Source: an optimization exercise on an open RTL-to-GDS flow (aim: small area and a short achievable clock period). Production flows keep margins and buffers that such runs may drop. The RTL of this run was laid out without a check of its function.

`flow/flow/run.sh`:
```
#!/bin/bash
# Standard ORFS layout with two changes:
#  - port buffers use the smallest buffer cell (buffer_ports' default pick is clkdlybuf4s50_1);
#  - after synthesis every combinational cell starts at drive strength 1 (flow/downsize.tcl),
#    and timing repair sizes up only what the timing needs.
set -euo pipefail
export BUFFER_PORTS_ARGS="-buffer_cell sky130_fd_sc_hd__buf_1"
export POST_SYNTH_TCL="$(pwd)/flow/downsize.tcl"
bash standard.sh finish > standard_flow.log 2>&1
```
`flow/flow/downsize.tcl`:
```
# Sourced after the synthesized netlist is loaded (POST_SYNTH_TCL): set every
# combinational cell to its smallest (_1) drive strength; the later timing repair
# sizes up the cells that need it. Flip-flops are left as synthesis made them.
set db [ord::get_db]
set n 0
foreach inst [[ord::get_db_block] getInsts] {
  set m [[$inst getMaster] getName]
  if {[regexp {^(sky130_fd_sc_hd__[a-z0-9]+)_([0-9]+)$} $m -> base d]} {
    if {[string match "*__df*" $base] || [string match "*__dl*" $base] || [string match "*__sdf*" $base]} { continue }
    if {$d > 1} {
      set nm [$db findMaster ${base}_1]
      if {$nm ne "NULL" && $nm ne ""} { $inst swapMaster $nm; incr n }
    }
  }
}
puts "downsize.tcl: set $n cells to drive strength 1"
```
`flow/standard.sh`:
```
#!/bin/bash
# synth_recipe.tcl (not shown) runs the flow's synth.tcl, then flattens the netlist and writes it again
# the make line also repeats each setting of config.mk as NAME=value (left out here)
make -C /OpenROAD-flow-scripts/flow DESIGN_CONFIG=/design/flow/config.mk WORK_HOME=/design/flow/orfs CLKGATE_MAP_FILE= SYNTH_SCRIPT=/design/flow/synth_recipe.tcl "${@:-finish}"
```
`flow/config.mk`:
```
export PLATFORM = sky130hd
export DESIGN_NAME = PE
export DESIGN_NICKNAME = PE
export VERILOG_FILES = /design/flow/design.v
export SDC_FILE = /design/flow/constraint.sdc
export NUM_CORES = 4
export LEC_CHECK = 0
export CAP_MARGIN = 20
export CORE_MARGIN = 2
export CORE_UTILIZATION = 40
export PLACE_DENSITY = 0.6
export SETUP_SLACK_MARGIN = 3.7
export SLEW_MARGIN = 20
export SYNTH_HIERARCHICAL = 1
export SYNTH_MINIMUM_KEEP_SIZE = 0
```
`flow/constraint.sdc`:
```
create_clock -name core_clock -period 8.0 [get_ports {clk}]
set_input_delay 1.6000 -clock core_clock [delete_from_list [all_inputs] [get_ports {clk}]]
set_output_delay 1.6000 -clock core_clock [all_outputs]
set_load 0.01 [all_outputs]
```
`flow/design.v`:
```
module PE (
    input  wire               clk,
    input  wire               rst,
    input  wire               en,
    input  wire               mode_residual,
    input  wire signed [15:0] input_data,
    input  wire signed [15:0] weight_data,
    input  wire signed [15:0] residual_data,
    output reg  signed [15:0] output_data,
    output wire               input_sparse,
    output wire               weight_sparse,
    output wire               computation_skipped,
    output reg         [15:0] sparse_count,
    output reg         [15:0] total_count
);
    spdet u_isp (.x(input_data), .s(input_sparse));
    spdet u_wsp (.x(weight_data), .s(weight_sparse));
    assign computation_skipped = input_sparse | weight_sparse;
    wire isp_c, wsp_c;
    spdet u_isp_c (.x(input_data), .s(isp_c));
    spdet u_wsp_c (.x(weight_data), .s(wsp_c));
    wire skip = isp_c | wsp_c;
    wire mac = en & ~skip;
    reg  [15:0] acc_s;
    reg  [15:0] acc_c;
    reg         acc_x;
    wire pp_0_0;    
    nd2 u_pp0_0 (.a(input_data[0]), .b(weight_data[0]), .y(pp_0_0));
    wire pp_0_1;    
    nd2 u_pp0_1 (.a(input_data[0]), .b(weight_data[1]), .y(pp_0_1));
    wire pp_0_2;    
    nd2 u_pp0_2 (.a(input_data[0]), .b(weight_data[2]), .y(pp_0_2));
    wire pp_0_3;    
    nd2 u_pp0_3 (.a(input_data[0]), .b(weight_data[3]), .y(pp_0_3));
    wire pp_0_4;    
    nd2 u_pp0_4 (.a(input_data[0]), .b(weight_data[4]), .y(pp_0_4));
    wire pp_0_5;    
    nd2 u_pp0_5 (.a(input_data[0]), .b(weight_data[5]), .y(pp_0_5));
    wire pp_0_6;    
    nd2 u_pp0_6 (.a(input_data[0]), .b(weight_data[6]), .y(pp_0_6));
    wire pp_0_7;    
    nd2 u_pp0_7 (.a(input_data[0]), .b(weight_data[7]), .y(pp_0_7));
    wire pp_0_8;    
    nd2 u_pp0_8 (.a(input_data[0]), .b(weight_data[8]), .y(pp_0_8));
    wire pp_0_9;    
    nd2 u_pp0_9 (.a(input_data[0]), .b(weight_data[9]), .y(pp_0_9));
    wire pp_0_10;    
    nd2 u_pp0_10 (.a(input_data[0]), .b(weight_data[10]), .y(pp_0_10));
    wire pp_0_11;    
    nd2 u_pp0_11 (.a(input_data[0]), .b(weight_data[11]), .y(pp_0_11));
    wire pp_0_12;    
    nd2 u_pp0_12 (.a(input_data[0]), .b(weight_data[12]), .y(pp_0_12));
    wire pp_0_13;    
    nd2 u_pp0_13 (.a(input_data[0]), .b(weight_data[13]), .y(pp_0_13));
    wire pp_0_14;    
    nd2 u_pp0_14 (.a(input_data[0]), .b(weight_data[14]), .y(pp_0_14));
    wire pp_0_15;    
    nd2 u_pp0_15 (.a(input_data[0]), .b(weight_data[15]), .y(pp_0_15));
    wire pp_1_0;    
    nd2 u_pp1_0 (.a(input_data[1]), .b(weight_data[0]), .y(pp_1_0));
    wire pp_1_1;    
    nd2 u_pp1_1 (.a(input_data[1]), .b(weight_data[1]), .y(pp_1_1));
    wire pp_1_2;    
    nd2 u_pp1_2 (.a(input_data[1]), .b(weight_data[2]), .y(pp_1_2));
    wire pp_1_3;    
    nd2 u_pp1_3 (.a(input_data[1]), .b(weight_data[3]), .y(pp_1_3));
    wire pp_1_4;    
    nd2 u_pp1_4 (.a(input_data[1]), .b(weight_data[4]), .y(pp_1_4));
    wire pp_1_5;    
    nd2 u_pp1_5 (.a(input_data[1]), .b(weight_data[5]), .y(pp_1_5));
    wire pp_1_6;    
    nd2 u_pp1_6 (.a(input_data[1]), .b(weight_data[6]), .y(pp_1_6));
    wire pp_1_7;    
    nd2 u_pp1_7 (.a(input_data[1]), .b(weight_data[7]), .y(pp_1_7));
    wire pp_1_8;    
    nd2 u_pp1_8 (.a(input_data[1]), .b(weight_data[8]), .y(pp_1_8));
    wire pp_1_9;    
    nd2 u_pp1_9 (.a(input_data[1]), .b(weight_data[9]), .y(pp_1_9));
    wire pp_1_10;    
    nd2 u_pp1_10 (.a(input_data[1]), .b(weight_data[10]), .y(pp_1_10));
    wire pp_1_11;    
    nd2 u_pp1_11 (.a(input_data[1]), .b(weight_data[11]), .y(pp_1_11));
    wire pp_1_12;    
    nd2 u_pp1_12 (.a(input_data[1]), .b(weight_data[12]), .y(pp_1_12));
    wire pp_1_13;    
    nd2 u_pp1_13 (.a(input_data[1]), .b(weight_data[13]), .y(pp_1_13));
    wire pp_1_14;    
    nd2 u_pp1_14 (.a(input_data[1]), .b(weight_data[14]), .y(pp_1_14));
    wire pp_2_0;    
    nd2 u_pp2_0 (.a(input_data[2]), .b(weight_data[0]), .y(pp_2_0));
    wire pp_2_1;    
    nd2 u_pp2_1 (.a(input_data[2]), .b(weight_data[1]), .y(pp_2_1));
    wire pp_2_2;    
    nd2 u_pp2_2 (.a(input_data[2]), .b(weight_data[2]), .y(pp_2_2));
    wire pp_2_3;    
    nd2 u_pp2_3 (.a(input_data[2]), .b(weight_data[3]), .y(pp_2_3));
    wire pp_2_4;    
    nd2 u_pp2_4 (.a(input_data[2]), .b(weight_data[4]), .y(pp_2_4));
    wire pp_2_5;    
    nd2 u_pp2_5 (.a(input_data[2]), .b(weight_data[5]), .y(pp_2_5));
    wire pp_2_6;    
    nd2 u_pp2_6 (.a(input_data[2]), .b(weight_data[6]), .y(pp_2_6));
    wire pp_2_7;    
    nd2 u_pp2_7 (.a(input_data[2]), .b(weight_data[7]), .y(pp_2_7));
    wire pp_2_8;    
    nd2 u_pp2_8 (.a(input_data[2]), .b(weight_data[8]), .y(pp_2_8));
    wire pp_2_9;    
    nd2 u_pp2_9 (.a(input_data[2]), .b(weight_data[9]), .y(pp_2_9));
    wire pp_2_10;    
    nd2 u_pp2_10 (.a(input_data[2]), .b(weight_data[10]), .y(pp_2_10));
    wire pp_2_11;    
    nd2 u_pp2_11 (.a(input_data[2]), .b(weight_data[11]), .y(pp_2_11));
    wire pp_2_12;    
    nd2 u_pp2_12 (.a(input_data[2]), .b(weight_data[12]), .y(pp_2_12));
    wire pp_2_13;    
    nd2 u_pp2_13 (.a(input_data[2]), .b(weight_data[13]), .y(pp_2_13));
    wire pp_3_0;    
    nd2 u_pp3_0 (.a(input_data[3]), .b(weight_data[0]), .y(pp_3_0));
    wire pp_3_1;    
    nd2 u_pp3_1 (.a(input_data[3]), .b(weight_data[1]), .y(pp_3_1));
    wire pp_3_2;    
    nd2 u_pp3_2 (.a(input_data[3]), .b(weight_data[2]), .y(pp_3_2));
    wire pp_3_3;    
    nd2 u_pp3_3 (.a(input_data[3]), .b(weight_data[3]), .y(pp_3_3));
    wire pp_3_4;    
    nd2 u_pp3_4 (.a(input_data[3]), .b(weight_data[4]), .y(pp_3_4));
    wire pp_3_5;    
    nd2 u_pp3_5 (.a(input_data[3]), .b(weight_data[5]), .y(pp_3_5));
    wire pp_3_6;    
    nd2 u_pp3_6 (.a(input_data[3]), .b(weight_data[6]), .y(pp_3_6));
    wire pp_3_7;    
    nd2 u_pp3_7 (.a(input_data[3]), .b(weight_data[7]), .y(pp_3_7));
    wire pp_3_8;    
    nd2 u_pp3_8 (.a(input_data[3]), .b(weight_data[8]), .y(pp_3_8));
    wire pp_3_9;    
    nd2 u_pp3_9 (.a(input_data[3]), .b(weight_data[9]), .y(pp_3_9));
    wire pp_3_10;    
    nd2 u_pp3_10 (.a(input_data[3]), .b(weight_data[10]), .y(pp_3_10));
    wire pp_3_11;    
    nd2 u_pp3_11 (.a(input_data[3]), .b(weight_data[11]), .y(pp_3_11));
    wire pp_3_12;    
    nd2 u_pp3_12 (.a(input_data[3]), .b(weight_data[12]), .y(pp_3_12));
    wire pp_4_0;    
    nd2 u_pp4_0 (.a(input_data[4]), .b(weight_data[0]), .y(pp_4_0));
    wire pp_4_1;    
    nd2 u_pp4_1 (.a(input_data[4]), .b(weight_data[1]), .y(pp_4_1));
    wire pp_4_2;    
    nd2 u_pp4_2 (.a(input_data[4]), .b(weight_data[2]), .y(pp_4_2));
    wire pp_4_3;    
    nd2 u_pp4_3 (.a(input_data[4]), .b(weight_data[3]), .y(pp_4_3));
    wire pp_4_4;    
    nd2 u_pp4_4 (.a(input_data[4]), .b(weight_data[4]), .y(pp_4_4));
    wire pp_4_5;    
    nd2 u_pp4_5 (.a(input_data[4]), .b(weight_data[5]), .y(pp_4_5));
    wire pp_4_6;    
    nd2 u_pp4_6 (.a(input_data[4]), .b(weight_data[6]), .y(pp_4_6));
    wire pp_4_7;    
    nd2 u_pp4_7 (.a(input_data[4]), .b(weight_data[7]), .y(pp_4_7));
    wire pp_4_8;    
    nd2 u_pp4_8 (.a(input_data[4]), .b(weight_data[8]), .y(pp_4_8));
    wire pp_4_9;    
    nd2 u_pp4_9 (.a(input_data[4]), .b(weight_data[9]), .y(pp_4_9));
    wire pp_4_10;    
    nd2 u_pp4_10 (.a(input_data[4]), .b(weight_data[10]), .y(pp_4_10));
    wire pp_4_11;    
    nd2 u_pp4_11 (.a(input_data[4]), .b(weight_data[11]), .y(pp_4_11));
    wire pp_5_0;    
    nd2 u_pp5_0 (.a(input_data[5]), .b(weight_data[0]), .y(pp_5_0));
    wire pp_5_1;    
    nd2 u_pp5_1 (.a(input_data[5]), .b(weight_data[1]), .y(pp_5_1));
    wire pp_5_2;    
    nd2 u_pp5_2 (.a(input_data[5]), .b(weight_data[2]), .y(pp_5_2));
    wire pp_5_3;    
    nd2 u_pp5_3 (.a(input_data[5]), .b(weight_data[3]), .y(pp_5_3));
    wire pp_5_4;    
    nd2 u_pp5_4 (.a(input_data[5]), .b(weight_data[4]), .y(pp_5_4));
    wire pp_5_5;    
    nd2 u_pp5_5 (.a(input_data[5]), .b(weight_data[5]), .y(pp_5_5));
    wire pp_5_6;    
    nd2 u_pp5_6 (.a(input_data[5]), .b(weight_data[6]), .y(pp_5_6));
    wire pp_5_7;    
    nd2 u_pp5_7 (.a(input_data[5]), .b(weight_data[7]), .y(pp_5_7));
    wire pp_5_8;    
    nd2 u_pp5_8 (.a(input_data[5]), .b(weight_data[8]), .y(pp_5_8));
    wire pp_5_9;    
    nd2 u_pp5_9 (.a(input_data[5]), .b(weight_data[9]), .y(pp_5_9));
    wire pp_5_10;    
    nd2 u_pp5_10 (.a(input_data[5]), .b(weight_data[10]), .y(pp_5_10));
    wire pp_6_0;    
    nd2 u_pp6_0 (.a(input_data[6]), .b(weight_data[0]), .y(pp_6_0));
    wire pp_6_1;    
    nd2 u_pp6_1 (.a(input_data[6]), .b(weight_data[1]), .y(pp_6_1));
    wire pp_6_2;    
    nd2 u_pp6_2 (.a(input_data[6]), .b(weight_data[2]), .y(pp_6_2));
    wire pp_6_3;    
    nd2 u_pp6_3 (.a(input_data[6]), .b(weight_data[3]), .y(pp_6_3));
    wire pp_6_4;    
    nd2 u_pp6_4 (.a(input_data[6]), .b(weight_data[4]), .y(pp_6_4));
    wire pp_6_5;    
    nd2 u_pp6_5 (.a(input_data[6]), .b(weight_data[5]), .y(pp_6_5));
    wire pp_6_6;    
    nd2 u_pp6_6 (.a(input_data[6]), .b(weight_data[6]), .y(pp_6_6));
    wire pp_6_7;    
    nd2 u_pp6_7 (.a(input_data[6]), .b(weight_data[7]), .y(pp_6_7));
    wire pp_6_8;    
    nd2 u_pp6_8 (.a(input_data[6]), .b(weight_data[8]), .y(pp_6_8));
    wire pp_6_9;    
    nd2 u_pp6_9 (.a(input_data[6]), .b(weight_data[9]), .y(pp_6_9));
    wire pp_7_0;    
    nd2 u_pp7_0 (.a(input_data[7]), .b(weight_data[0]), .y(pp_7_0));
    wire pp_7_1;    
    nd2 u_pp7_1 (.a(input_data[7]), .b(weight_data[1]), .y(pp_7_1));
    wire pp_7_2;    
    nd2 u_pp7_2 (.a(input_data[7]), .b(weight_data[2]), .y(pp_7_2));
    wire pp_7_3;    
    nd2 u_pp7_3 (.a(input_data[7]), .b(weight_data[3]), .y(pp_7_3));
    wire pp_7_4;    
    nd2 u_pp7_4 (.a(input_data[7]), .b(weight_data[4]), .y(pp_7_4));
    wire pp_7_5;    
    nd2 u_pp7_5 (.a(input_data[7]), .b(weight_data[5]), .y(pp_7_5));
    wire pp_7_6;    
    nd2 u_pp7_6 (.a(input_data[7]), .b(weight_data[6]), .y(pp_7_6));
    wire pp_7_7;    
    nd2 u_pp7_7 (.a(input_data[7]), .b(weight_data[7]), .y(pp_7_7));
    wire pp_7_8;    
    nd2 u_pp7_8 (.a(input_data[7]), .b(weight_data[8]), .y(pp_7_8));
    wire pp_8_0;    
    nd2 u_pp8_0 (.a(input_data[8]), .b(weight_data[0]), .y(pp_8_0));
    wire pp_8_1;    
    nd2 u_pp8_1 (.a(input_data[8]), .b(weight_data[1]), .y(pp_8_1));
    wire pp_8_2;    
    nd2 u_pp8_2 (.a(input_data[8]), .b(weight_data[2]), .y(pp_8_2));
    wire pp_8_3;    
    nd2 u_pp8_3 (.a(input_data[8]), .b(weight_data[3]), .y(pp_8_3));
    wire pp_8_4;    
    nd2 u_pp8_4 (.a(input_data[8]), .b(weight_data[4]), .y(pp_8_4));
    wire pp_8_5;    
    nd2 u_pp8_5 (.a(input_data[8]), .b(weight_data[5]), .y(pp_8_5));
    wire pp_8_6;    
    nd2 u_pp8_6 (.a(input_data[8]), .b(weight_data[6]), .y(pp_8_6));
    wire pp_8_7;    
    nd2 u_pp8_7 (.a(input_data[8]), .b(weight_data[7]), .y(pp_8_7));
    wire pp_9_0;    
    nd2 u_pp9_0 (.a(input_data[9]), .b(weight_data[0]), .y(pp_9_0));
    wire pp_9_1;    
    nd2 u_pp9_1 (.a(input_data[9]), .b(weight_data[1]), .y(pp_9_1));
    wire pp_9_2;    
    nd2 u_pp9_2 (.a(input_data[9]), .b(weight_data[2]), .y(pp_9_2));
    wire pp_9_3;    
    nd2 u_pp9_3 (.a(input_data[9]), .b(weight_data[3]), .y(pp_9_3));
    wire pp_9_4;    
    nd2 u_pp9_4 (.a(input_data[9]), .b(weight_data[4]), .y(pp_9_4));
    wire pp_9_5;    
    nd2 u_pp9_5 (.a(input_data[9]), .b(weight_data[5]), .y(pp_9_5));
    wire pp_9_6;    
    nd2 u_pp9_6 (.a(input_data[9]), .b(weight_data[6]), .y(pp_9_6));
    wire pp_10_0;    
    nd2 u_pp10_0 (.a(input_data[10]), .b(weight_data[0]), .y(pp_10_0));
    wire pp_10_1;    
    nd2 u_pp10_1 (.a(input_data[10]), .b(weight_data[1]), .y(pp_10_1));
    wire pp_10_2;    
    nd2 u_pp10_2 (.a(input_data[10]), .b(weight_data[2]), .y(pp_10_2));
    wire pp_10_3;    
    nd2 u_pp10_3 (.a(input_data[10]), .b(weight_data[3]), .y(pp_10_3));
    wire pp_10_4;    
    nd2 u_pp10_4 (.a(input_data[10]), .b(weight_data[4]), .y(pp_10_4));
    wire pp_10_5;    
    nd2 u_pp10_5 (.a(input_data[10]), .b(weight_data[5]), .y(pp_10_5));
    wire pp_11_0;    
    nd2 u_pp11_0 (.a(input_data[11]), .b(weight_data[0]), .y(pp_11_0));
    wire pp_11_1;    
    nd2 u_pp11_1 (.a(input_data[11]), .b(weight_data[1]), .y(pp_11_1));
    wire pp_11_2;    
    nd2 u_pp11_2 (.a(input_data[11]), .b(weight_data[2]), .y(pp_11_2));
    wire pp_11_3;    
    nd2 u_pp11_3 (.a(input_data[11]), .b(weight_data[3]), .y(pp_11_3));
    wire pp_11_4;    
    nd2 u_pp11_4 (.a(input_data[11]), .b(weight_data[4]), .y(pp_11_4));
    wire pp_12_0;    
    nd2 u_pp12_0 (.a(input_data[12]), .b(weight_data[0]), .y(pp_12_0));
    wire pp_12_1;    
    nd2 u_pp12_1 (.a(input_data[12]), .b(weight_data[1]), .y(pp_12_1));
    wire pp_12_2;    
    nd2 u_pp12_2 (.a(input_data[12]), .b(weight_data[2]), .y(pp_12_2));
    wire pp_12_3;    
    nd2 u_pp12_3 (.a(input_data[12]), .b(weight_data[3]), .y(pp_12_3));
    wire pp_13_0;    
    nd2 u_pp13_0 (.a(input_data[13]), .b(weight_data[0]), .y(pp_13_0));
    wire pp_13_1;    
    nd2 u_pp13_1 (.a(input_data[13]), .b(weight_data[1]), .y(pp_13_1));
    wire pp_13_2;    
    nd2 u_pp13_2 (.a(input_data[13]), .b(weight_data[2]), .y(pp_13_2));
    wire pp_14_0;    
    nd2 u_pp14_0 (.a(input_data[14]), .b(weight_data[0]), .y(pp_14_0));
    wire pp_14_1;    
    nd2 u_pp14_1 (.a(input_data[14]), .b(weight_data[1]), .y(pp_14_1));
    wire pp_15_0;    
    nd2 u_pp15_0 (.a(input_data[15]), .b(weight_data[0]), .y(pp_15_0));
    wire hs0, hc0;
    xn2 u_hs0 (.a(acc_cn[11]), .b(acc_sn[11]), .y(hs0));
    or2m u_hc0 (.a(acc_cn[11]), .b(acc_sn[11]), .y(hc0));
    wire fs0, fc0;
    fa u_fa0 (.a(acc_cn[12]), .b(acc_sn[12]), .c(pp_0_12), .s(fs0), .co(fc0));
    wire hs1, hc1;
    xn2 u_hs1 (.a(pp_10_2), .b(pp_11_1), .y(hs1));
    or2m u_hc1 (.a(pp_10_2), .b(pp_11_1), .y(hc1));
    wire fs1, fc1;
    fa u_fa1 (.a(acc_cn[13]), .b(acc_sn[13]), .c(pp_0_13), .s(fs1), .co(fc1));
    wire fs2, fc2;
    fa u_fa2 (.a(pp_10_3), .b(pp_11_2), .c(pp_12_1), .s(fs2), .co(fc2));
    wire hs2, hc2;
    xn2 u_hs2 (.a(pp_13_0), .b(pp_1_12), .y(hs2));
    or2m u_hc2 (.a(pp_13_0), .b(pp_1_12), .y(hc2));
    wire fs3, fc3;
    fa u_fa3 (.a(acc_cn[14]), .b(acc_sn[14]), .c(pp_0_14), .s(fs3), .co(fc3));
    wire fs4, fc4;
    fa u_fa4 (.a(pp_10_4), .b(pp_11_3), .c(pp_12_2), .s(fs4), .co(fc4));
    wire fs5, fc5;
    fa u_fa5 (.a(pp_13_1), .b(pp_14_0), .c(pp_1_13), .s(fs5), .co(fc5));
    wire hs3, hc3;
    xn2 u_hs3 (.a(pp_2_12), .b(pp_3_11), .y(hs3));
    or2m u_hc3 (.a(pp_2_12), .b(pp_3_11), .y(hc3));
    wire hs4, hc4;
    xn2 u_hs4 (.a(acc_cn[6]), .b(acc_sn[6]), .y(hs4));
    or2m u_hc4 (.a(acc_cn[6]), .b(acc_sn[6]), .y(hc4));
    wire fs6, fc6;
    fa u_fa6 (.a(acc_cn[7]), .b(acc_sn[7]), .c(pp_0_7), .s(fs6), .co(fc6));
    wire fs7, fc7;
    fa u_fa7 (.a(acc_cn[8]), .b(acc_sn[8]), .c(pp_0_8), .s(fs7), .co(fc7));
    wire hs5, hc5;
    xn2 u_hs5 (.a(pp_1_7), .b(pp_2_6), .y(hs5));
    or2m u_hc5 (.a(pp_1_7), .b(pp_2_6), .y(hc5));
    wire fs8, fc8;
    fa u_fa8 (.a(acc_cn[9]), .b(acc_sn[9]), .c(pp_0_9), .s(fs8), .co(fc8));
    wire fs9, fc9;
    fa u_fa9 (.a(pp_1_8), .b(pp_2_7), .c(pp_3_6), .s(fs9), .co(fc9));
    wire hs6, hc6;
    xn2 u_hs6 (.a(pp_4_5), .b(pp_5_4), .y(hs6));
    or2m u_hc6 (.a(pp_4_5), .b(pp_5_4), .y(hc6));
    wire fs10, fc10;
    fa u_fa10 (.a(acc_cn[10]), .b(acc_sn[10]), .c(pp_0_10), .s(fs10), .co(fc10));
    wire fs11, fc11;
    fa u_fa11 (.a(pp_10_0), .b(pp_1_9), .c(pp_2_8), .s(fs11), .co(fc11));
    wire fs12, fc12;
    fa u_fa12 (.a(pp_3_7), .b(pp_4_6), .c(pp_5_5), .s(fs12), .co(fc12));
    wire hs7, hc7;
    xn2 u_hs7 (.a(pp_6_4), .b(pp_7_3), .y(hs7));
    or2m u_hc7 (.a(pp_6_4), .b(pp_7_3), .y(hc7));
    wire fs13, fc13;
    fa u_fa13 (.a(hs0), .b(pp_0_11), .c(pp_10_1), .s(fs13), .co(fc13));
    wire fs14, fc14;
    fa u_fa14 (.a(pp_11_0), .b(pp_1_10), .c(pp_2_9), .s(fs14), .co(fc14));
    wire fs15, fc15;
    fa u_fa15 (.a(pp_3_8), .b(pp_4_7), .c(pp_5_6), .s(fs15), .co(fc15));
    wire fs16, fc16;
    fa u_fa16 (.a(pp_6_5), .b(pp_7_4), .c(pp_8_3), .s(fs16), .co(fc16));
    wire fs17, fc17;
    fa u_fa17 (.a(hc0), .b(pp_12_0), .c(pp_1_11), .s(fs17), .co(fc17));
    wire fs18, fc18;
    fa u_fa18 (.a(pp_2_10), .b(pp_3_9), .c(pp_4_8), .s(fs18), .co(fc18));
    wire fs19, fc19;
    fa u_fa19 (.a(pp_5_7), .b(pp_6_6), .c(pp_7_5), .s(fs19), .co(fc19));
    wire fs20, fc20;
    fa u_fa20 (.a(pp_8_4), .b(pp_9_3), .c(hs1), .s(fs20), .co(fc20));
    wire fs21, fc21;
    fa u_fa21 (.a(pp_2_11), .b(pp_3_10), .c(pp_4_9), .s(fs21), .co(fc21));
    wire fs22, fc22;
    fa u_fa22 (.a(pp_5_8), .b(pp_6_7), .c(pp_7_6), .s(fs22), .co(fc22));
    wire fs23, fc23;
    fa u_fa23 (.a(pp_8_5), .b(pp_9_4), .c(hc1), .s(fs23), .co(fc23));
    wire fs24, fc24;
    fa u_fa24 (.a(hs2), .b(fc0), .c(fs1), .s(fs24), .co(fc24));
    wire fs25, fc25;
    fa u_fa25 (.a(pp_4_10), .b(pp_5_9), .c(pp_6_8), .s(fs25), .co(fc25));
    wire fs26, fc26;
    fa u_fa26 (.a(pp_7_7), .b(pp_8_6), .c(pp_9_5), .s(fs26), .co(fc26));
    wire fs27, fc27;
    fa u_fa27 (.a(hc2), .b(hs3), .c(fc1), .s(fs27), .co(fc27));
    wire fs28, fc28;
    fa u_fa28 (.a(fc2), .b(fs3), .c(fs4), .s(fs28), .co(fc28));
    wire hs8, hc8;
    xn2 u_hs8 (.a(acc_sn[5]), .b(pp_0_5), .y(hs8));
    or2m u_hc8 (.a(acc_sn[5]), .b(pp_0_5), .y(hc8));
    wire fs29, fc29;
    fa u_fa29 (.a(acc_xn), .b(hs4), .c(pp_0_6), .s(fs29), .co(fc29));
    wire fs30, fc30;
    fa u_fa30 (.a(pp_1_5), .b(pp_2_4), .c(pp_3_3), .s(fs30), .co(fc30));
    wire fs31, fc31;
    fa u_fa31 (.a(hc4), .b(pp_1_6), .c(pp_2_5), .s(fs31), .co(fc31));
    wire fs32, fc32;
    fa u_fa32 (.a(pp_3_4), .b(pp_4_3), .c(pp_5_2), .s(fs32), .co(fc32));
    wire hs9, hc9;
    xn2 u_hs9 (.a(pp_6_1), .b(pp_7_0), .y(hs9));
    or2m u_hc9 (.a(pp_6_1), .b(pp_7_0), .y(hc9));
    wire fs33, fc33;
    fa u_fa33 (.a(pp_3_5), .b(pp_4_4), .c(pp_5_3), .s(fs33), .co(fc33));
    wire fs34, fc34;
    fa u_fa34 (.a(pp_6_2), .b(pp_7_1), .c(pp_8_0), .s(fs34), .co(fc34));
    wire fs35, fc35;
    fa u_fa35 (.a(hs5), .b(fc6), .c(fs7), .s(fs35), .co(fc35));
    wire fs36, fc36;
    fa u_fa36 (.a(pp_6_3), .b(pp_7_2), .c(pp_8_1), .s(fs36), .co(fc36));
    wire fs37, fc37;
    fa u_fa37 (.a(pp_9_0), .b(hc5), .c(hs6), .s(fs37), .co(fc37));
    wire fs38, fc38;
    fa u_fa38 (.a(fc7), .b(fs8), .c(fs9), .s(fs38), .co(fc38));
    wire fs39, fc39;
    fa u_fa39 (.a(pp_8_2), .b(pp_9_1), .c(hc6), .s(fs39), .co(fc39));
    wire fs40, fc40;
    fa u_fa40 (.a(hs7), .b(fc8), .c(fc9), .s(fs40), .co(fc40));
    wire fs41, fc41;
    fa u_fa41 (.a(fs10), .b(fs11), .c(fs12), .s(fs41), .co(fc41));
    wire fs42, fc42;
    fa u_fa42 (.a(pp_9_2), .b(hc7), .c(fc10), .s(fs42), .co(fc42));
    wire fs43, fc43;
    fa u_fa43 (.a(fc11), .b(fc12), .c(fs13), .s(fs43), .co(fc43));
    wire fs44, fc44;
    fa u_fa44 (.a(fs14), .b(fs15), .c(fs16), .s(fs44), .co(fc44));
    wire fs45, fc45;
    fa u_fa45 (.a(fc13), .b(fc14), .c(fc15), .s(fs45), .co(fc45));
    wire fs46, fc46;
    fa u_fa46 (.a(fc16), .b(fs0), .c(fs17), .s(fs46), .co(fc46));
    wire fs47, fc47;
    fa u_fa47 (.a(fs18), .b(fs19), .c(fs20), .s(fs47), .co(fc47));
    wire fs48, fc48;
    fa u_fa48 (.a(fc17), .b(fc18), .c(fc19), .s(fs48), .co(fc48));
    wire fs49, fc49;
    fa u_fa49 (.a(fs2), .b(fs21), .c(fs22), .s(fs49), .co(fc49));
    wire fs50, fc50;
    fa u_fa50 (.a(fc20), .b(fs23), .c(fs24), .s(fs50), .co(fc50));
    wire fs51, fc51;
    fa u_fa51 (.a(fc21), .b(fc22), .c(fs25), .s(fs51), .co(fc51));
    wire fs52, fc52;
    fa u_fa52 (.a(fs26), .b(fs5), .c(fc23), .s(fs52), .co(fc52));
    wire fs53, fc53;
    fa u_fa53 (.a(fc24), .b(fs27), .c(fs28), .s(fs53), .co(fc53));
    wire hs10, hc10;
    xn2 u_hs10 (.a(acc_sn[3]), .b(pp_0_3), .y(hs10));
    or2m u_hc10 (.a(acc_sn[3]), .b(pp_0_3), .y(hc10));
    wire fs54, fc54;
    fa u_fa54 (.a(acc_sn[4]), .b(pp_0_4), .c(pp_1_3), .s(fs54), .co(fc54));
    wire hs11, hc11;
    xn2 u_hs11 (.a(pp_2_2), .b(pp_3_1), .y(hs11));
    or2m u_hc11 (.a(pp_2_2), .b(pp_3_1), .y(hc11));
    wire fs55, fc55;
    fa u_fa55 (.a(pp_1_4), .b(pp_2_3), .c(pp_3_2), .s(fs55), .co(fc55));
    wire fs56, fc56;
    fa u_fa56 (.a(pp_4_1), .b(pp_5_0), .c(hs8), .s(fs56), .co(fc56));
    wire fs57, fc57;
    fa u_fa57 (.a(pp_4_2), .b(pp_5_1), .c(pp_6_0), .s(fs57), .co(fc57));
    wire fs58, fc58;
    fa u_fa58 (.a(hc8), .b(fs29), .c(fs30), .s(fs58), .co(fc58));
    wire fs59, fc59;
    fa u_fa59 (.a(hs9), .b(fc29), .c(fc30), .s(fs59), .co(fc59));
    wire fs60, fc60;
    fa u_fa60 (.a(fs31), .b(fs32), .c(fs6), .s(fs60), .co(fc60));
    wire fs61, fc61;
    fa u_fa61 (.a(hc9), .b(fc31), .c(fc32), .s(fs61), .co(fc61));
    wire fs62, fc62;
    fa u_fa62 (.a(fs33), .b(fs34), .c(fs35), .s(fs62), .co(fc62));
    wire fs63, fc63;
    fa u_fa63 (.a(fc33), .b(fc34), .c(fs36), .s(fs63), .co(fc63));
    wire fs64, fc64;
    fa u_fa64 (.a(fs37), .b(fc35), .c(fs38), .s(fs64), .co(fc64));
    wire fs65, fc65;
    fa u_fa65 (.a(fc36), .b(fc37), .c(fs39), .s(fs65), .co(fc65));
    wire fs66, fc66;
    fa u_fa66 (.a(fc38), .b(fs40), .c(fs41), .s(fs66), .co(fc66));
    wire fs67, fc67;
    fa u_fa67 (.a(fc39), .b(fc40), .c(fc41), .s(fs67), .co(fc67));
    wire fs68, fc68;
    fa u_fa68 (.a(fs42), .b(fs43), .c(fs44), .s(fs68), .co(fc68));
    wire fs69, fc69;
    fa u_fa69 (.a(fc42), .b(fc43), .c(fc44), .s(fs69), .co(fc69));
    wire fs70, fc70;
    fa u_fa70 (.a(fs45), .b(fs46), .c(fs47), .s(fs70), .co(fc70));
    wire fs71, fc71;
    fa u_fa71 (.a(fc45), .b(fc46), .c(fs48), .s(fs71), .co(fc71));
    wire fs72, fc72;
    fa u_fa72 (.a(fs49), .b(fc47), .c(fs50), .s(fs72), .co(fc72));
    wire fs73, fc73;
    fa u_fa73 (.a(fc48), .b(fc49), .c(fs51), .s(fs73), .co(fc73));
    wire fs74, fc74;
    fa u_fa74 (.a(fs52), .b(fc50), .c(fs53), .s(fs74), .co(fc74));
    wire hs12, hc12;
    xn2 u_hs12 (.a(acc_sn[2]), .b(pp_0_2), .y(hs12));
    or2m u_hc12 (.a(acc_sn[2]), .b(pp_0_2), .y(hc12));
    wire fs75, fc75;
    fa u_fa75 (.a(pp_1_2), .b(pp_2_1), .c(pp_3_0), .s(fs75), .co(fc75));
    wire fs76, fc76;
    fa u_fa76 (.a(pp_4_0), .b(hc10), .c(hs11), .s(fs76), .co(fc76));
    wire fs77, fc77;
    fa u_fa77 (.a(hc11), .b(fc54), .c(fs55), .s(fs77), .co(fc77));
    wire fs78, fc78;
    fa u_fa78 (.a(fc55), .b(fs57), .c(fc56), .s(fs78), .co(fc78));
    wire fs79, fc79;
    fa u_fa79 (.a(fc57), .b(fc58), .c(fs59), .s(fs79), .co(fc79));
    wire fs80, fc80;
    fa u_fa80 (.a(fc59), .b(fc60), .c(fs61), .s(fs80), .co(fc80));
    wire fs81, fc81;
    fa u_fa81 (.a(fc61), .b(fs63), .c(fc62), .s(fs81), .co(fc81));
    wire fs82, fc82;
    fa u_fa82 (.a(fc63), .b(fs65), .c(fc64), .s(fs82), .co(fc82));
    wire fs83, fc83;
    fa u_fa83 (.a(fc65), .b(fc66), .c(fs67), .s(fs83), .co(fc83));
    wire fs84, fc84;
    fa u_fa84 (.a(fc67), .b(fc68), .c(fs69), .s(fs84), .co(fc84));
    wire fs85, fc85;
    fa u_fa85 (.a(fc69), .b(fs71), .c(fc70), .s(fs85), .co(fc85));
    wire fs86, fc86;
    fa u_fa86 (.a(fc71), .b(fs73), .c(fc72), .s(fs86), .co(fc86));
    wire hs13, hc13;
    xn2 u_hs13 (.a(acc_sn[1]), .b(pp_0_1), .y(hs13));
    or2m u_hc13 (.a(acc_sn[1]), .b(pp_0_1), .y(hc13));
    wire fs87, fc87;
    fa u_fa87 (.a(pp_1_1), .b(pp_2_0), .c(hs12), .s(fs87), .co(fc87));
    wire fs88, fc88;
    fa u_fa88 (.a(hc12), .b(hs10), .c(fs75), .s(fs88), .co(fc88));
    wire fs89, fc89;
    fa u_fa89 (.a(fc75), .b(fs54), .c(fs76), .s(fs89), .co(fc89));
    wire fs90, fc90;
    fa u_fa90 (.a(fc76), .b(fs56), .c(fs77), .s(fs90), .co(fc90));
    wire fs91, fc91;
    fa u_fa91 (.a(fc77), .b(fs58), .c(fs78), .s(fs91), .co(fc91));
    wire fs92, fc92;
    fa u_fa92 (.a(fs60), .b(fc78), .c(fs79), .s(fs92), .co(fc92));
    wire fs93, fc93;
    fa u_fa93 (.a(fc79), .b(fs80), .c(fs62), .s(fs93), .co(fc93));
    wire fs94, fc94;
    fa u_fa94 (.a(fc80), .b(fs64), .c(fs81), .s(fs94), .co(fc94));
    wire fs95, fc95;
    fa u_fa95 (.a(fs66), .b(fc81), .c(fs82), .s(fs95), .co(fc95));
    wire fs96, fc96;
    fa u_fa96 (.a(fs68), .b(fc82), .c(fs83), .s(fs96), .co(fc96));
    wire fs97, fc97;
    fa u_fa97 (.a(fs70), .b(fc83), .c(fs84), .s(fs97), .co(fc97));
    wire fs98, fc98;
    fa u_fa98 (.a(fc84), .b(fs72), .c(fs85), .s(fs98), .co(fc98));
    wire fs99, fc99;
    fa u_fa99 (.a(fs74), .b(fc85), .c(fs86), .s(fs99), .co(fc99));
    wire xs0;
    xo2 u_xo0 (.a(acc_cn[15]), .b(acc_sn[15]), .y(xs0));
    wire xs1;
    xo2 u_xo1 (.a(xs0), .b(pp_0_15), .y(xs1));
    wire xs2;
    xo2 u_xo2 (.a(pp_10_5), .b(pp_11_4), .y(xs2));
    wire xs3;
    xo2 u_xo3 (.a(pp_12_3), .b(pp_13_2), .y(xs3));
    wire xs4;
    xo2 u_xo4 (.a(pp_14_1), .b(pp_15_0), .y(xs4));
    wire xs5;
    xo2 u_xo5 (.a(pp_1_14), .b(pp_2_13), .y(xs5));
    wire xs6;
    xo2 u_xo6 (.a(pp_3_12), .b(pp_4_11), .y(xs6));
    wire xs7;
    xo2 u_xo7 (.a(pp_5_10), .b(pp_6_9), .y(xs7));
    wire xs8;
    xo2 u_xo8 (.a(pp_7_8), .b(pp_8_7), .y(xs8));
    wire xs9;
    xo2 u_xo9 (.a(pp_9_6), .b(xs1), .y(xs9));
    wire xs10;
    xo2 u_xo10 (.a(xs2), .b(xs3), .y(xs10));
    wire xs11;
    xo2 u_xo11 (.a(xs4), .b(xs5), .y(xs11));
    wire xs12;
    xo2 u_xo12 (.a(xs6), .b(xs7), .y(xs12));
    wire xs13;
    xo2 u_xo13 (.a(xs8), .b(hc3), .y(xs13));
    wire xs14;
    xo2 u_xo14 (.a(fc25), .b(fc26), .y(xs14));
    wire xs15;
    xo2 u_xo15 (.a(fc3), .b(fc4), .y(xs15));
    wire xs16;
    xo2 u_xo16 (.a(fc5), .b(xs10), .y(xs16));
    wire xs17;
    xo2 u_xo17 (.a(xs11), .b(xs12), .y(xs17));
    wire xs18;
    xo2 u_xo18 (.a(xs9), .b(xs13), .y(xs18));
    wire xs19;
    xo2 u_xo19 (.a(xs14), .b(xs15), .y(xs19));
    wire xs20;
    xo2 u_xo20 (.a(xs16), .b(xs17), .y(xs20));
    wire xs21;
    xo2 u_xo21 (.a(xs18), .b(fc27), .y(xs21));
    wire xs22;
    xo2 u_xo22 (.a(xs19), .b(xs20), .y(xs22));
    wire xs23;
    xo2 u_xo23 (.a(fc28), .b(fc51), .y(xs23));
    wire xs24;
    xo2 u_xo24 (.a(xs21), .b(xs22), .y(xs24));
    wire xs25;
    xo2 u_xo25 (.a(fc52), .b(xs23), .y(xs25));
    wire xs26;
    xo2 u_xo26 (.a(xs24), .b(xs25), .y(xs26));
    wire xs27;
    xo2 u_xo27 (.a(fc53), .b(fc73), .y(xs27));
    wire xs28;
    xo2 u_xo28 (.a(xs26), .b(xs27), .y(xs28));
    wire xs29;
    xo2 u_xo29 (.a(xs28), .b(fc74), .y(xs29));
    wire xs30;
    xn2 u_xo30 (.a(xs29), .b(fc86), .y(xs30));
    wire hs14, hc14;
    xn2 u_hs14 (.a(acc_sn[0]), .b(pp_0_0), .y(hs14));
    or2m u_hc14 (.a(acc_sn[0]), .b(pp_0_0), .y(hc14));
    wire fs100, fc100;
    fa u_fa100 (.a(pp_1_0), .b(hc14), .c(hs13), .s(fs100), .co(fc100));
    wire fs101, fc101;
    fa u_fa101 (.a(hc13), .b(fc100), .c(fs87), .s(fs101), .co(fc101));
    wire fs102, fc102;
    fa u_fa102 (.a(fc87), .b(fs88), .c(fc101), .s(fs102), .co(fc102));
    wire fs103, fc103;
    fa u_fa103 (.a(fc88), .b(fs89), .c(fc102), .s(fs103), .co(fc103));
    wire fs104, fc104;
    fa u_fa104 (.a(fc89), .b(fs90), .c(fc103), .s(fs104), .co(fc104));
    wire [15:0] row0 = {xs30, fc98, fc97, fc96, fc95, fc94, fc93, fc92, fc91, fc90, fs104, fs103, fs102, fs101, fs100, hs14};
    wire [15:0] row1 = {fc99, fs99, fs98, fs97, fs96, fs95, fs94, fs93, fs92, fs91, 1'b0, 1'b0, 1'b0, 1'b0, 1'b0, 1'b0};
    wire        rowx = fc104;    
    wire [15:0] res_g = residual_data & {16{mode_residual}};
    wire hs15, hc15;
    ha u_ha15 (.a(acc_c[6]), .b(acc_s[6]), .s(hs15), .co(hc15));
    wire hs16, hc16;
    ha u_ha16 (.a(acc_c[7]), .b(acc_s[7]), .s(hs16), .co(hc16));
    wire hs17, hc17;
    ha u_ha17 (.a(acc_c[8]), .b(acc_s[8]), .s(hs17), .co(hc17));
    wire hs18, hc18;
    ha u_ha18 (.a(acc_c[9]), .b(acc_s[9]), .s(hs18), .co(hc18));
    wire hs19, hc19;
    ha u_ha19 (.a(acc_c[10]), .b(acc_s[10]), .s(hs19), .co(hc19));
    wire hs20, hc20;
    ha u_ha20 (.a(acc_c[11]), .b(acc_s[11]), .s(hs20), .co(hc20));
    wire hs21, hc21;
    ha u_ha21 (.a(acc_c[12]), .b(acc_s[12]), .s(hs21), .co(hc21));
    wire hs22, hc22;
    ha u_ha22 (.a(acc_c[13]), .b(acc_s[13]), .s(hs22), .co(hc22));
    wire hs23, hc23;
    ha u_ha23 (.a(acc_c[14]), .b(acc_s[14]), .s(hs23), .co(hc23));
    wire hs24, hc24;
    ha u_ha24 (.a(acc_x), .b(hs15), .s(hs24), .co(hc24));
    wire fs105, fc105;
    fa u_fa105 (.a(hc15), .b(hs16), .c(res_g[7]), .s(fs105), .co(fc105));
    wire fs106, fc106;
    fa u_fa106 (.a(hc16), .b(hs17), .c(res_g[8]), .s(fs106), .co(fc106));
    wire fs107, fc107;
    fa u_fa107 (.a(hc17), .b(hs18), .c(res_g[9]), .s(fs107), .co(fc107));
    wire fs108, fc108;
    fa u_fa108 (.a(hc18), .b(hs19), .c(res_g[10]), .s(fs108), .co(fc108));
    wire fs109, fc109;
    fa u_fa109 (.a(hc19), .b(hs20), .c(res_g[11]), .s(fs109), .co(fc109));
    wire fs110, fc110;
    fa u_fa110 (.a(hc20), .b(hs21), .c(res_g[12]), .s(fs110), .co(fc110));
    wire fs111, fc111;
    fa u_fa111 (.a(hc21), .b(hs22), .c(res_g[13]), .s(fs111), .co(fc111));
    wire fs112, fc112;
    fa u_fa112 (.a(hc22), .b(hs23), .c(res_g[14]), .s(fs112), .co(fc112));
    wire xs31;
    xo2 u_xo31 (.a(acc_c[15]), .b(acc_s[15]), .y(xs31));
    wire xs32;
    xo2 u_xo32 (.a(xs31), .b(hc23), .y(xs32));
    wire xs33;
    xo2 u_xo33 (.a(res_g[15]), .b(xs32), .y(xs33));
    wire xs34;
    xo2 u_xo34 (.a(xs33), .b(fc112), .y(xs34));
    wire [15:0] out0 = {xs34, fc111, fc110, fc109, fc108, fc107, fc106, fc105, hc24, res_g[6], acc_s[5], acc_s[4], acc_s[3], acc_s[2], acc_s[1], acc_s[0]};
    wire [15:0] out1 = {1'b0, fs112, fs111, fs110, fs109, fs108, fs107, fs106, fs105, hs24, res_g[5], res_g[4], res_g[3], res_g[2], res_g[1], res_g[0]};
    wire [15:0] out_nx = out0 + out1;
    wire [15:0] acc_s_d, acc_c_d, out_d;
    wire [15:0] acc_sn = ~acc_s;
    wire [15:0] acc_cn = ~acc_c;
    wire acc_xn = ~acc_x;
    mx2i u_ms0 (.s(mac), .a1(row0[0]), .a0(acc_sn[0]), .y(acc_s_d[0]));
    mx2i u_ms1 (.s(mac), .a1(row0[1]), .a0(acc_sn[1]), .y(acc_s_d[1]));
    mx2i u_ms2 (.s(mac), .a1(row0[2]), .a0(acc_sn[2]), .y(acc_s_d[2]));
    mx2i u_ms3 (.s(mac), .a1(row0[3]), .a0(acc_sn[3]), .y(acc_s_d[3]));
    mx2i u_ms4 (.s(mac), .a1(row0[4]), .a0(acc_sn[4]), .y(acc_s_d[4]));
    mx2i u_ms5 (.s(mac), .a1(row0[5]), .a0(acc_sn[5]), .y(acc_s_d[5]));
    mx2i u_ms6 (.s(mac), .a1(row0[6]), .a0(acc_sn[6]), .y(acc_s_d[6]));
    mx2i u_ms7 (.s(mac), .a1(row0[7]), .a0(acc_sn[7]), .y(acc_s_d[7]));
    mx2i u_ms8 (.s(mac), .a1(row0[8]), .a0(acc_sn[8]), .y(acc_s_d[8]));
    mx2i u_ms9 (.s(mac), .a1(row0[9]), .a0(acc_sn[9]), .y(acc_s_d[9]));
    mx2i u_ms10 (.s(mac), .a1(row0[10]), .a0(acc_sn[10]), .y(acc_s_d[10]));
    mx2i u_ms11 (.s(mac), .a1(row0[11]), .a0(acc_sn[11]), .y(acc_s_d[11]));
    mx2i u_ms12 (.s(mac), .a1(row0[12]), .a0(acc_sn[12]), .y(acc_s_d[12]));
    mx2i u_ms13 (.s(mac), .a1(row0[13]), .a0(acc_sn[13]), .y(acc_s_d[13]));
    mx2i u_ms14 (.s(mac), .a1(row0[14]), .a0(acc_sn[14]), .y(acc_s_d[14]));
    mx2i u_ms15 (.s(mac), .a1(row0[15]), .a0(acc_sn[15]), .y(acc_s_d[15]));
    mx2i u_mc6 (.s(mac), .a1(row1[6]), .a0(acc_cn[6]), .y(acc_c_d[6]));
    mx2i u_mc7 (.s(mac), .a1(row1[7]), .a0(acc_cn[7]), .y(acc_c_d[7]));
    mx2i u_mc8 (.s(mac), .a1(row1[8]), .a0(acc_cn[8]), .y(acc_c_d[8]));
    mx2i u_mc9 (.s(mac), .a1(row1[9]), .a0(acc_cn[9]), .y(acc_c_d[9]));
    mx2i u_mc10 (.s(mac), .a1(row1[10]), .a0(acc_cn[10]), .y(acc_c_d[10]));
    mx2i u_mc11 (.s(mac), .a1(row1[11]), .a0(acc_cn[11]), .y(acc_c_d[11]));
    mx2i u_mc12 (.s(mac), .a1(row1[12]), .a0(acc_cn[12]), .y(acc_c_d[12]));
    mx2i u_mc13 (.s(mac), .a1(row1[13]), .a0(acc_cn[13]), .y(acc_c_d[13]));
    mx2i u_mc14 (.s(mac), .a1(row1[14]), .a0(acc_cn[14]), .y(acc_c_d[14]));
    mx2i u_mc15 (.s(mac), .a1(row1[15]), .a0(acc_cn[15]), .y(acc_c_d[15]));
    wire acc_x_d;
    mx2i u_mx (.s(mac), .a1(rowx), .a0(acc_xn), .y(acc_x_d));
    mx2 u_mo0 (.s(en), .a1(out_nx[0]), .a0(output_data[0]), .y(out_d[0]));
    mx2 u_mo1 (.s(en), .a1(out_nx[1]), .a0(output_data[1]), .y(out_d[1]));
    mx2 u_mo2 (.s(en), .a1(out_nx[2]), .a0(output_data[2]), .y(out_d[2]));
    mx2 u_mo3 (.s(en), .a1(out_nx[3]), .a0(output_data[3]), .y(out_d[3]));
    mx2 u_mo4 (.s(en), .a1(out_nx[4]), .a0(output_data[4]), .y(out_d[4]));
    mx2 u_mo5 (.s(en), .a1(out_nx[5]), .a0(output_data[5]), .y(out_d[5]));
    mx2 u_mo6 (.s(en), .a1(out_nx[6]), .a0(output_data[6]), .y(out_d[6]));
    mx2 u_mo7 (.s(en), .a1(out_nx[7]), .a0(output_data[7]), .y(out_d[7]));
    mx2 u_mo8 (.s(en), .a1(out_nx[8]), .a0(output_data[8]), .y(out_d[8]));
    mx2 u_mo9 (.s(en), .a1(out_nx[9]), .a0(output_data[9]), .y(out_d[9]));
    mx2 u_mo10 (.s(en), .a1(out_nx[10]), .a0(output_data[10]), .y(out_d[10]));
    mx2 u_mo11 (.s(en), .a1(out_nx[11]), .a0(output_data[11]), .y(out_d[11]));
    mx2 u_mo12 (.s(en), .a1(out_nx[12]), .a0(output_data[12]), .y(out_d[12]));
    mx2 u_mo13 (.s(en), .a1(out_nx[13]), .a0(output_data[13]), .y(out_d[13]));
    mx2 u_mo14 (.s(en), .a1(out_nx[14]), .a0(output_data[14]), .y(out_d[14]));
    mx2 u_mo15 (.s(en), .a1(out_nx[15]), .a0(output_data[15]), .y(out_d[15]));
    always @(posedge clk or posedge rst) begin
        if (rst) begin
            acc_s <= 16'd0;
            acc_c <= 16'd0;
            acc_x <= 1'b0;
            output_data <= 16'd0;
            sparse_count <= 16'd0;
            total_count <= 16'd0;
        end else begin
            total_count  <= total_count + {15'd0, en};
            sparse_count <= sparse_count + {15'd0, en & skip};
            acc_s <= acc_s_d;
            acc_c[6] <= acc_c_d[6];
            acc_c[7] <= acc_c_d[7];
            acc_c[8] <= acc_c_d[8];
            acc_c[9] <= acc_c_d[9];
            acc_c[10] <= acc_c_d[10];
            acc_c[11] <= acc_c_d[11];
            acc_c[12] <= acc_c_d[12];
            acc_c[13] <= acc_c_d[13];
            acc_c[14] <= acc_c_d[14];
            acc_c[15] <= acc_c_d[15];
            acc_x <= acc_x_d;
            output_data <= out_d;
        end
    end
endmodule
module fa (input wire a, input wire b, input wire c, output wire s, output wire co);
    assign s = a ^ b ^ c;
    assign co = (a & b) | (a & c) | (b & c);
endmodule
module ha (input wire a, input wire b, output wire s, output wire co);
    assign s = a ^ b;
    assign co = a & b;
endmodule
module xo2 (input wire a, input wire b, output wire y);
    assign y = a ^ b;
endmodule
module xn2 (input wire a, input wire b, output wire y);
    assign y = ~(a ^ b);
endmodule
module or2m (input wire a, input wire b, output wire y);
    assign y = a | b;
endmodule
module nd2 (input wire a, input wire b, output wire y);
    assign y = ~(a & b);
endmodule
module spdet (input wire [15:0] x, output wire s);
    assign s = (x[15:4] == 12'h000) | ((x[15:4] == 12'hfff) & (x[3:0] != 4'h0));
endmodule
module mx2 (input wire s, input wire a1, input wire a0, output wire y);
    assign y = s ? a1 : a0;
endmodule
module mx2i (input wire s, input wire a1, input wire a0, output wire y);
    assign y = ~(s ? a1 : a0);
endmodule
```
==> impl_metrics.env <==
export IMPL_p_clk_share_pct=11.7
export IMPL_ir_worst_vdd_mv=0.201
export IMPL_antenna_left=0
export IMPL_gp_congestion=0.839
export IMPL_startpoint="input_data[0]"
export IMPL_p_switching_mw=1.57
export IMPL_grt_overflow_total=0
export IMPL_crit_family="adder cells"
export IMPL_cp_common_cell="fa_1"
export IMPL_cts_htree_levels=3
export IMPL_dieArea_um2=19500
export IMPL_finalSetupViolCount=0
export IMPL_fmax_ghz=0.224
export IMPL_netSwitchingFraction_pct=44.5
export IMPL_crit_required_ps=8200
export IMPL_total_power_mw=3.53
export IMPL_path_clk_slew_ps=60
export IMPL_first_pass_iters=4
export IMPL_finalCritPeriodShare_pct=55.9
export IMPL_clk_latency_ps=330
export IMPL_p_leak_nw=3.76
export IMPL_r2r_start="acc_c[13]"
export IMPL_core_area_um2=18000
export IMPL_routedWlPerCell_um=16.8
export IMPL_grt_pass1_wl_um=29000
export IMPL_cts_buffer_depth=2
export IMPL_hold_class="reg2reg"
export IMPL_p_comb_share_pct=70.7
export IMPL_crit_fanout=5
export IMPL_rows=49
export IMPL_grt_max_degree=76
export IMPL_drt_iter0_drc=324
export IMPL_path_class="in2reg"
export IMPL_worst_pin_slew_ps=972
export IMPL_remaining_drc_errors=0
export IMPL_via_count=5596
export IMPL_place_ws_ps=2850
export IMPL_cts_buffers_inserted=9
export IMPL_synth_avg_cell_area_um2=10.7
export IMPL_grt_pass1_vias=5607
export IMPL_cp_start_kind="input pin"
export IMPL_track_usage_pct=18.5
export IMPL_antenna_found_initial=0
export IMPL_slew_headroom_pct=35.2
export IMPL_final_setup_tns_ps=0
export IMPL_max_cap_violations=0
export IMPL_antenna_cells=0
export IMPL_portBuffers=102
export IMPL_powerDensity_nw_per_um2=394
export IMPL_cpPeakStageDelay_ps=510
export IMPL_cts_sinks=75
export IMPL_die_h_um=140
export IMPL_drive_gt1_share_pct=14.0
export IMPL_cts_root_buffer="clkbuf_16"
export IMPL_hold_path_startpoint="total_count[15]"
export IMPL_syn_num_nets=883
export IMPL_yosys_warnings=7
export IMPL_holdWs_ps=472
export IMPL_fin_crit_ps=4470
export IMPL_cp_num_buf_inv=2
export IMPL_synth_area_um2=7370
export IMPL_seqPwrFrac_pct=17.6
export IMPL_crit_chain="buf_1, buf_6, nand2_1, fa_1, fa_1, fa_1, fa_2, fa_1, fa_1, mux2i_1"
export IMPL_intPower_mw=1.96
export IMPL_ios=103
export IMPL_slew_violations=0
export IMPL_chipWidth_um=140
export IMPL_status="complete, no violations"
export IMPL_initial_utilization_pct=40.9
export IMPL_worst_setup_path_end_kind="flip-flop"
export IMPL_routed_via_density=5.22
export IMPL_rsz0062_at_grt="true"
export IMPL_finClkSkew_ps=10.4
export IMPL_fin_ws_ps=3530
export IMPL_ctsHoldBuffers=0
export IMPL_netlist_instances=688
export IMPL_wl_um=18000
export IMPL_fin_nets=1033
export IMPL_hold_violations=0
export IMPL_area_growth_syn_to_layout_pct=21.5
export IMPL_fillers=1668
export IMPL_cts_tree="done"
export IMPL_dp_hpwl_um=13100
export IMPL_cp_arrival_ps=4670
export IMPL_cp_slowest_cell="fa_1"
[flip-flops by register name (all words and copies together) (netlist names)]
signal,count
output_data,16
total_count,16
sparse_count,16
acc_x,1
acc_c,10
acc_s,16
[worst reg2reg max path, delay by kind of cell (launching register included)]
family	cells	cell delay, ps
mux	1	70
fa+ha+maj	6	2760
flops	1	370
buf+inv	1	110
[cell usage in the layout, fill, tap and decap left out, types with 4 or more instances in the layout]
cell type and n:
nor2_1 8, or2_1 17, buf_12 5, buf_2 7, mux2_1 16, xor2_1 50, buf_1 74, fa_2 23
and2_1 16, buf_4 33, nor4_1 18, mux2i_1 27, a21oi_1 14, nand4_1 18, inv_1 29, a31o_1 5
nand3_1 14, ha_1 29, dfrtp_1 75, nand2_2 5, xnor2_1 40, clkbuf_4 5, clkbuf_16 9, o21ai_1 4
fa_1 91, clkbuf_2 4, buf_6 12, nand2_1 151, and3_1 8
[final timing paths]
kind / slack (ps) / end / cells after the start
worst max-delay path: 3530 / acc_c[14] / 10
worst min-delay path: 470 / total_count[15] / 1
worst max register to register: 4560 / acc_c[14] / 8
worst min register to register: 470 / total_count[15] / 1
max in group asynchronous: 5820 / acc_c[6] / 3
min in group asynchronous: 1520 / sparse_count[8] / 3
[what timing repair did]
action                     CTS  global route
setup endpoints to repair   19            16
gates cloned                 0             2
pin swaps                    0            24
buffers inserted             3            27
gates resized for setup     35            91
[power by group through the flow]
stage / Sequential [mW] / Clock, mW / Combinational [mW]
floorplan: 0.637 / 0 / 1.90
global placement: 0.625 / 0 / 2.39
detailed placement: 0.628 / 0 / 2.45
CTS: 0.623 / 0.428 / 2.46
global route: 0.642 / 0.444 / 2.92
finish: 0.621 / 0.413 / 2.49
[routing by layer]
layer | share of wire, % | track usage [%] | vias up | wire [um]
met2 | 46 | 28.2 | 177 | 8290
li1 | - | - | 2599 | -
met3 | 5.7 | 3.37 | 16 | 1020
met1 | 47 | 27.5 | 2804 | 8470
met5 | 0 | 0 | - | 0
met4 | 1.3 | 4.37 | 0 | 238
[through the flow]
stage	util (%)	area, um2	instances
after global routing	49.7	8960	1072
after CTS	47.1	8490	1043
after global placement	45.0	8100	1024
after detailed placement	45.0	8100	1024
after floorplan	-	7380	688
final	49.7	8960	1072
[cell type report]
type | count | area, um2 | share of cell area, %
Inverter | 30 | 114 | 1.27
Sequential cell | 75 | 1880 | 21.0
Tap cell | 229 | 287 | 3.20
Multi-Input combinational cell | 581 | 5510 | 61.5
Clock buffer | 10 | 229 | 2.56
Clock inverter | 6 | 72.6 | 0.810
Timing Repair Buffer | 141 | 868 | 9.69

==> re-timing with driven ports <==
Ports are ideal in the flow. The routed layout listed here was re-timed in OpenROAD.
Step 1, drivers: a clkbuf_16 drives clk and a buf_2 each remaining input, both assumed.
Step 2 also shifts input and output timing later by t, the mid clock arrival at the registers, as if the neighbouring blocks saw the same clock.
Slacks: no drivers / after step 1 / after step 2; pairs: no drivers / after step 1.
t, ns: 0.366
setup WS [ns]: 3.529 / 3.542 / 3.175
clock arrival spread, ns: 0.012 / 0.011
After both steps setup and hold are still met in this run. The setup slack of this run moves by +0.013 ns with the drivers and by -0.354 ns with both steps.
